This is an optimization exercise on Yosys and OpenROAD, whose aim is small area, a short achievable clock period and few clock cycles, not a production implementation.
At most, simulation tests tie the RTL to the original design; equivalence was not proved.
Power is estimated from default activity; no workload was simulated.

== v6 ==
==> flow/design.v <==
module RegFile(clk, rst, src1, src2, byp1, byp2, byp_data, src1_data, src2_data, wrt_en, dst, dst_data);
	input clk, rst;
	input [3:0] src1, src2, dst;
	input byp1, byp2;
	input [31:0] byp_data;
	input wrt_en;
	input [31:0] dst_data;
	output [31:0] src1_data, src2_data;
	wire [31:0] wdata = rst ? 32'b0 : dst_data;
	wire [31:0] q [0:15];
	genvar i;
	generate
		for (i = 0; i < 16; i = i + 1) begin : r
			reg [31:0] val;
			always @(posedge clk)
				if (rst | (wrt_en & (dst == i)))
					val <= wdata;
			assign q[i] = val;
		end
	endgenerate
	function [31:0] rd;
		input [3:0] idx;
		input byp;
		input [511:0] all;
		input [31:0] bval;
		reg [3:0] lo, hi;
		reg [31:0] g;
		integer j, k;
		begin
			lo = 4'b0001 << idx[1:0];
			hi = (4'b0001 << idx[3:2]) & {4{~byp}};
			rd = bval & {32{byp}};
			for (j = 0; j < 4; j = j + 1) begin
				g = 32'b0;
				for (k = 0; k < 4; k = k + 1)
					g = g | (all[(j * 4 + k) * 32 +: 32] & {32{lo[k]}});
				rd = rd | (g & {32{hi[j]}});
			end
		end
	endfunction
	wire [511:0] all = {q[15], q[14], q[13], q[12], q[11], q[10], q[9], q[8],
	                    q[7], q[6], q[5], q[4], q[3], q[2], q[1], q[0]};
	assign src1_data = rd(src1, byp1, all, byp_data);
	assign src2_data = rd(src2, byp2, all, byp_data);
endmodule
module PipelinedCPU(clk, reset, imem_addr, imem_data, dmem_addr, dmem_wdata, dmem_we, dmem_rdata);
	input  clk;
	input  reset;
	output [31:0] imem_addr;
	input  [31:0] imem_data;
	output [31:0] dmem_addr;
	output [31:0] dmem_wdata;
	output dmem_we;
	input  [31:0] dmem_rdata;
	parameter START_PC = 32'h40;
	wire [3:0]  f_cls = imem_data[31:28];
	wire [3:0]  f_op  = imem_data[27:24];
	wire [3:0]  f_a   = imem_data[23:20];
	wire [3:0]  f_b   = imem_data[19:16];
	wire [3:0]  f_c   = imem_data[15:12];
	wire [15:0] f_imm = imem_data[15:0];
	wire f_alur = (f_cls == 4'hC);
	wire f_alui = (f_cls == 4'h4);
	wire f_cmpr = (f_cls == 4'hD);
	wire f_cmpi = (f_cls == 4'h5);
	wire f_br   = (f_cls == 4'h2);
	wire f_jal  = (f_cls == 4'h6);
	wire f_lw   = (f_cls == 4'h7);
	wire f_sw   = (f_cls == 4'h3);
	wire f_mvhi = f_alui & (f_op == 4'hF);
	wire f_brz  = f_br & (f_op == 4'h2 | f_op == 4'hD | f_op == 4'h8 |
	                      f_op == 4'h1 | f_op == 4'hE | f_op == 4'hF);
	wire       f_bs  = (f_cls[3:1] == 3'b001);         
	wire [3:0] idx1 = f_b;
	wire [3:0] idx2 = f_bs ? f_a : f_c;
	wire [31:0] rf1, rf2;
	wire        x_we;
	wire [3:0]  x_dst;
	wire [31:0] x_res;
	wire byp1 = x_we & (x_dst == idx1);
	wire byp2 = x_we & (x_dst == idx2);
	RegFile regfile(clk, reset, idx1, idx2, byp1, byp2, x_res, rf1, rf2, x_we, x_dst, x_res);
	wire [31:0] f_simm = {{16{f_imm[15]}}, f_imm};
	wire [31:0] f_bval = f_mvhi ? {f_imm, 16'b0} :
	                     (f_alui | f_cmpi) ? f_simm :
	                     rf2;
	reg [2:0] f_tt;
	always @(*) begin
		case (f_op)
			4'h0: f_tt = 3'b111;  
			4'h1: f_tt = 3'b011;  
			4'h2: f_tt = 3'b100;  
			4'h3: f_tt = 3'b000;  
			4'h5: f_tt = 3'b011;  
			4'h6: f_tt = 3'b100;  
			4'h8: f_tt = 3'b110;  
			4'h9: f_tt = 3'b010;  
			4'hA: f_tt = 3'b101;  
			4'hB: f_tt = 3'b001;  
			4'hC: f_tt = 3'b110;  
			4'hD: f_tt = 3'b010;  
			4'hE: f_tt = 3'b101;  
			default: f_tt = 3'b001;  
		endcase
	end
	wire f_isalu = f_alur | (f_alui & ~f_mvhi);
	wire f_radd  = f_isalu & (f_op == 4'h7);
	wire f_rsub  = f_isalu & (f_op == 4'h6);
	wire f_rlog  = f_isalu & ~(f_op == 4'h7) & ~(f_op == 4'h6);
	wire f_cmp   = f_cmpr | f_cmpi;
	wire f_sub   = f_rsub | f_cmp | f_br;
	wire f_invb  = f_rsub | f_cmp;
	wire f_inva  = f_br;
	wire [17:0] f_immr = f_jal ? {f_imm, 2'b00} : {{2{f_imm[15]}}, f_imm};
	wire f_bwd  = f_imm[15];
	wire f_nul  = (f_imm == 16'h0000);
	wire f_pred = f_br & (f_bwd ? (f_op != 4'h3) : (f_op == 4'h0 | f_op == 4'h5 | f_op == 4'h1));
	wire [31:2] fa     = imem_addr[31:2];
	wire [31:2] f_npc  = fa + 30'd1;
	wire [31:2] f_btgt = fa + {{14{f_imm[15]}}, f_imm} + 30'd1;
	reg  [31:0] opA, opB;
	reg  [31:2] npc;       
	reg  [31:2] btgt;      
	reg  [17:0] immr;
	reg  [3:0]  dst;
	reg         we, st, ld, br, jal, pred, nul;
	reg         sub, rarith, rlog, rmvhi, rlink;
	reg  [2:0]  lop;       
	reg  [2:0]  tt;
	wire        cond;
	wire        mispredict = br & ~nul & (cond ^ pred);
	always @(posedge clk) begin
		opA  <= (rf1 ^ {32{f_inva}}) | {32{f_brz}};
		opB  <= f_bval ^ {32{f_invb}};
		btgt <= f_btgt;
		immr <= f_immr;
		dst  <= f_a;
		lop  <= {f_op[3], f_op[1], f_op[0]};
		tt   <= f_tt;
		sub  <= f_sub;
		rarith <= f_radd | f_rsub;
		rlog <= f_rlog;
		rmvhi <= f_mvhi;
		rlink <= f_jal;
		pred <= f_pred;
		nul  <= f_nul;
		if (reset | mispredict) begin
			npc <= reset ? START_PC[31:2] : (cond ? btgt : npc);
			we  <= 1'b0;
			st  <= 1'b0;
			ld  <= 1'b0;
			br  <= 1'b0;
			jal <= 1'b0;
		end else begin
			npc <= f_npc;
			we  <= f_alur | f_alui | f_cmpr | f_cmpi | f_jal | f_lw;
			st  <= f_sw;
			ld  <= f_lw;
			br  <= f_br;
			jal <= f_jal;
		end
	end
	wire [31:0] simmr = {{14{immr[17]}}, immr};
	wire [31:0] as    = opA + opB + {31'b0, sub};   
	wire [31:0] addr  = opA + simmr;                
	wire        eq    = &(opA ^ opB);               
	assign      cond  = eq ? tt[2] : (as[31] ? tt[1] : tt[0]);
	wire [31:0] lres0 = lop[1] ? (opA ^ opB) : lop[0] ? (opA | opB) : (opA & opB);
	wire [31:0] lres  = lres0 ^ {32{lop[2]}};
	assign x_res = ld     ? dmem_rdata :
	               rlink  ? {npc, 2'b00} :
	               rmvhi  ? opB :
	               rarith ? as :
	               rlog   ? lres :
	               {31'b0, cond};
	assign x_we  = we;
	assign x_dst = dst;
	assign imem_addr  = {jal ? addr[31:2] : (br & pred) ? btgt : npc, 2'b00};
	assign dmem_addr  = addr;
	assign dmem_wdata = opB;
	assign dmem_we    = st;
endmodule
==> flow/config.mk <==
export PLATFORM = sky130hd
export DESIGN_NAME = PipelinedCPU
export DESIGN_NICKNAME = PipelinedCPU
export VERILOG_FILES = /design/flow/design.v
export SDC_FILE = /design/flow/constraint.sdc
export NUM_CORES = 4
export LEC_CHECK = 0
export ABC_AREA = 1
export CAP_MARGIN = 20
export CORE_MARGIN = 2
export CORE_UTILIZATION = 40
export SETUP_SLACK_MARGIN = 3.5
export SLEW_MARGIN = 20
==> flow/constraint.sdc <==
create_clock -name core_clock -period 8.0 [get_ports {clk}]
set_input_delay 1.6000 -clock core_clock [delete_from_list [all_inputs] [get_ports {clk}]]
set_output_delay 1.6000 -clock core_clock [all_outputs]
set_load 0.01 [all_outputs]
standard.sh (not shown) runs the stock make flow with config.mk's settings and CLKGATE_MAP_FILE= SYNTH_SCRIPT=/design/flow/synth_recipe.tcl, a recipe that flattens the netlist after the stock synthesis.
==> flow/flow/run.sh <==
#!/bin/bash
# Own flow: the standard layout (standard.sh, unchanged synthesis) with two changes:
#  - the port buffers are plain buffers (sky130_fd_sc_hd__buf_4) instead of the delay cells
#    buffer_ports picks by default;
#  - clock tree synthesis uses larger sink clusters and no dummy loads, for a shallower tree.
# Each step's output goes to its own log file here.
set -euo pipefail
export BUFFER_PORTS_ARGS="-buffer_cell sky130_fd_sc_hd__buf_4"
export CTS_ARGS="-sink_clustering_enable -repair_clock_nets -sink_clustering_size 20 -sink_clustering_max_diameter 80 -dont_use_dummy_load"
bash standard.sh synth > synth.log 2>&1
bash standard.sh > layout.log 2>&1
Testbench counts of v6, summed over its fixed seeds: cycles 35,396.
## Diff of input files: v7 against v6
--- a/flow/design.v
+++ b/flow/design.v
@@ -4,9 +4,9 @@
 	input byp1, byp2;
 	input [31:0] byp_data;
 	input wrt_en;
 	input [31:0] dst_data;
-	output [31:0] src1_data, src2_data;
+	output reg [31:0] src1_data, src2_data;
 	wire [31:0] wdata = rst ? 32'b0 : dst_data;
 	wire [31:0] q [0:15];
 	genvar i;
 	generate
@@ -17,32 +17,17 @@
 					val <= wdata;
 			assign q[i] = val;
 		end
 	endgenerate
-	function [31:0] rd;
-		input [3:0] idx;
-		input byp;
-		input [511:0] all;
-		input [31:0] bval;
-		reg [3:0] lo, hi;
-		reg [31:0] g;
-		integer j, k;
-		begin
-			lo = 4'b0001 << idx[1:0];
-			hi = (4'b0001 << idx[3:2]) & {4{~byp}};
-			rd = bval & {32{byp}};
-			for (j = 0; j < 4; j = j + 1) begin
-				g = 32'b0;
-				for (k = 0; k < 4; k = k + 1)
-					g = g | (all[(j * 4 + k) * 32 +: 32] & {32{lo[k]}});
-				rd = rd | (g & {32{hi[j]}});
-			end
+	integer k;
+	always @(*) begin
+		src1_data = byp_data & {32{byp1}};
+		src2_data = byp_data & {32{byp2}};
+		for (k = 0; k < 16; k = k + 1) begin
+			src1_data = src1_data | (q[k] & {32{~byp1 & (src1 == k)}});
+			src2_data = src2_data | (q[k] & {32{~byp2 & (src2 == k)}});
 		end
-	endfunction
-	wire [511:0] all = {q[15], q[14], q[13], q[12], q[11], q[10], q[9], q[8],
-	                    q[7], q[6], q[5], q[4], q[3], q[2], q[1], q[0]};
-	assign src1_data = rd(src1, byp1, all, byp_data);
-	assign src2_data = rd(src2, byp2, all, byp_data);
+	end
 endmodule
 module PipelinedCPU(clk, reset, imem_addr, imem_data, dmem_addr, dmem_wdata, dmem_we, dmem_rdata);
 	input  clk;
 	input  reset;
@@ -116,24 +101,22 @@
 	wire f_nul  = (f_imm == 16'h0000);
 	wire f_pred = f_br & (f_bwd ? (f_op != 4'h3) : (f_op == 4'h0 | f_op == 4'h5 | f_op == 4'h1));
 	wire [31:2] fa     = imem_addr[31:2];
 	wire [31:2] f_npc  = fa + 30'd1;
-	wire [31:2] f_btgt = fa + {{14{f_imm[15]}}, f_imm} + 30'd1;
 	reg  [31:0] opA, opB;
 	reg  [31:2] npc;       
-	reg  [31:2] btgt;      
 	reg  [17:0] immr;
 	reg  [3:0]  dst;
 	reg         we, st, ld, br, jal, pred, nul;
 	reg         sub, rarith, rlog, rmvhi, rlink;
 	reg  [2:0]  lop;       
 	reg  [2:0]  tt;
 	wire        cond;
+	wire [31:2] btgt = npc + {{12{immr[17]}}, immr};   
 	wire        mispredict = br & ~nul & (cond ^ pred);
 	always @(posedge clk) begin
 		opA  <= (rf1 ^ {32{f_inva}}) | {32{f_brz}};
 		opB  <= f_bval ^ {32{f_invb}};
-		btgt <= f_btgt;
 		immr <= f_immr;
 		dst  <= f_a;
 		lop  <= {f_op[3], f_op[1], f_op[0]};
 		tt   <= f_tt;
Findings:
- v7 vs v6 — non-clock buffer count climbed by more than a quarter
- v7 ended up with a lower largest driver fanout on the critical path than v6 did.
- For the number of nets in the layout, v7 came in 11% higher than v6 did.
- v7 ended with more worst path arrival time than v6.
- Compared with v6, v7 shows a global routing met3 resource utilization that is 5.5 points higher.
- v7 vs v6: number of vias in the routed layout up in v7
- Remaining max-slew budget at the tightest pin, v7 and v6: lower on v6
- As of v7, post-route non-filler standard cell count had risen by a little under 10% compared to v6.
- Comparing v7 and v6, depth of the worst register-to-register path is lower on v7.
No functional check of the RTL was part of v7.

// PipelinedCPU: RTL as listed in full above, without the edits since
Settings: LEC_CHECK=0, ABC_AREA=1, CAP_MARGIN=20, CORE_MARGIN=2, CORE_UTILIZATION=55, SETUP_SLACK_MARGIN=3.5, SLEW_MARGIN=20; clock period 8.0 ns.
Scripts as last shown in full above: flow/flow/run.sh
Testbench counts at the start, summed over its fixed seeds: cycles 35,396.
==> next run, changes <==
--- a/flow/design.v
+++ b/flow/design.v
@@ -1,6 +1,6 @@
-module RegFile(clk, rst, src1, src2, byp1, byp2, byp_data, src1_data, src2_data, wrt_en, dst, dst_data);
+module RegFile(clk, rst, lo1, hi1, lo2, hi2, byp1, byp2, byp_data, src1_data, src2_data, wrt_en, dst, dst_data);
 	input clk, rst;
-	input [3:0] src1, src2, dst;
+	input [3:0] lo1, hi1, lo2, hi2, dst;
 	input byp1, byp2;
 	input [31:0] byp_data;
 	input wrt_en;
@@ -19,16 +19,15 @@
 		end
 	endgenerate
 	function [31:0] rd;
-		input [3:0] idx;
+		input [3:0] lo, hi_in;
 		input byp;
 		input [511:0] all;
 		input [31:0] bval;
-		reg [3:0] lo, hi;
+		reg [3:0] hi;
 		reg [31:0] g;
 		integer j, k;
 		begin
-			lo = 4'b0001 << idx[1:0];
-			hi = (4'b0001 << idx[3:2]) & {4{~byp}};
+			hi = hi_in & {4{~byp}};
 			rd = bval & {32{byp}};
 			for (j = 0; j < 4; j = j + 1) begin
 				g = 32'b0;
@@ -40,8 +39,8 @@
 	endfunction
 	wire [511:0] all = {q[15], q[14], q[13], q[12], q[11], q[10], q[9], q[8],
 	                    q[7], q[6], q[5], q[4], q[3], q[2], q[1], q[0]};
-	assign src1_data = rd(src1, byp1, all, byp_data);
-	assign src2_data = rd(src2, byp2, all, byp_data);
+	assign src1_data = rd(lo1, hi1, byp1, all, byp_data);
+	assign src2_data = rd(lo2, hi2, byp2, all, byp_data);
 endmodule
 module PipelinedCPU(clk, reset, imem_addr, imem_data, dmem_addr, dmem_wdata, dmem_we, dmem_rdata);
 	input  clk;
@@ -71,15 +70,17 @@
 	wire f_brz  = f_br & (f_op == 4'h2 | f_op == 4'hD | f_op == 4'h8 |
 	                      f_op == 4'h1 | f_op == 4'hE | f_op == 4'hF);
 	wire       f_bs  = (f_cls[3:1] == 3'b001);         
-	wire [3:0] idx1 = f_b;
-	wire [3:0] idx2 = f_bs ? f_a : f_c;
+	wire [3:0] a_lo = 4'b0001 << f_a[1:0], a_hi = 4'b0001 << f_a[3:2];
+	wire [3:0] b_lo = 4'b0001 << f_b[1:0], b_hi = 4'b0001 << f_b[3:2];
+	wire [3:0] c_lo = 4'b0001 << f_c[1:0], c_hi = 4'b0001 << f_c[3:2];
 	wire [31:0] rf1, rf2;
 	wire        x_we;
 	wire [3:0]  x_dst;
 	wire [31:0] x_res;
-	wire byp1 = x_we & (x_dst == idx1);
-	wire byp2 = x_we & (x_dst == idx2);
-	RegFile regfile(clk, reset, idx1, idx2, byp1, byp2, x_res, rf1, rf2, x_we, x_dst, x_res);
+	wire byp1 = x_we & (x_dst == f_b);
+	wire byp2 = x_we & (f_bs ? (x_dst == f_a) : (x_dst == f_c));
+	RegFile regfile(clk, reset, b_lo, b_hi, f_bs ? a_lo : c_lo, f_bs ? a_hi : c_hi,
+	                byp1, byp2, x_res, rf1, rf2, x_we, x_dst, x_res);
 	wire [31:0] f_simm = {{16{f_imm[15]}}, f_imm};
 	wire [31:0] f_bval = f_mvhi ? {f_imm, 16'b0} :
 	                     (f_alui | f_cmpi) ? f_simm :
@@ -145,7 +146,7 @@
 		pred <= f_pred;
 		nul  <= f_nul;
 		if (reset | mispredict) begin
-			npc <= reset ? START_PC[31:2] : (cond ? btgt : npc);
+			npc <= reset ? START_PC[31:2] : (pred ? npc : btgt);
 			we  <= 1'b0;
 			st  <= 1'b0;
 			ld  <= 1'b0;
=> The new run finished clean. Final area rises slightly. Global-route usage decreases by 0.98 points. Die area came out higher slightly. Worst setup slack got worse by 0.033 ns. Total power falls by a few percent. Sequential share of layout area drops by 0.36 points. Synthesized cell count increases slightly. Clock skew stays flat. Clock-buffer cell count increases by 1. Sequential power went down by a few percent. Hold slack gains 0.0070 ns. Non-clock buffer count is higher by 16.
The RTL of the second run of this note was laid out without a check of its function.

## afterwards: timing with drivers on the ports
The results above use ideal ports. As a check the final layouts listed here were re-extracted and re-timed, cells and wires unchanged. Step 1 (the two cells are an assumption about what drives the block):
set clk [get_ports {clk}]
set_driving_cell -lib_cell sky130_fd_sc_hd__clkbuf_16 $clk
set_driving_cell -lib_cell sky130_fd_sc_hd__buf_2 [delete_from_list [all_inputs] $clk]
Step 2 times the ports against the registers' clock, not the clock port: input delays grow and output delays shrink by t, the midpoint of the rising clock arrivals with the driver on. Three values: ideal, step 1, step 2; two values: the first two.
run	shift t [ns]	setup WS [ns]	pins driven straight from the clock port
v6	0.668	3.470 / 3.399 / 2.988	1
v7	0.693	3.367 / 3.298 / 2.750	1
the first run of note 2	0.662	3.495 / 3.423 / 2.903	1
the second run of note 2	0.677	3.462 / 3.413 / 2.806	1
After both steps every run listed still meets setup and hold. For the second run of note 2, which loses most, drivers alone change the setup slack by -0.049 ns; drivers and shift together by -0.656 ns.
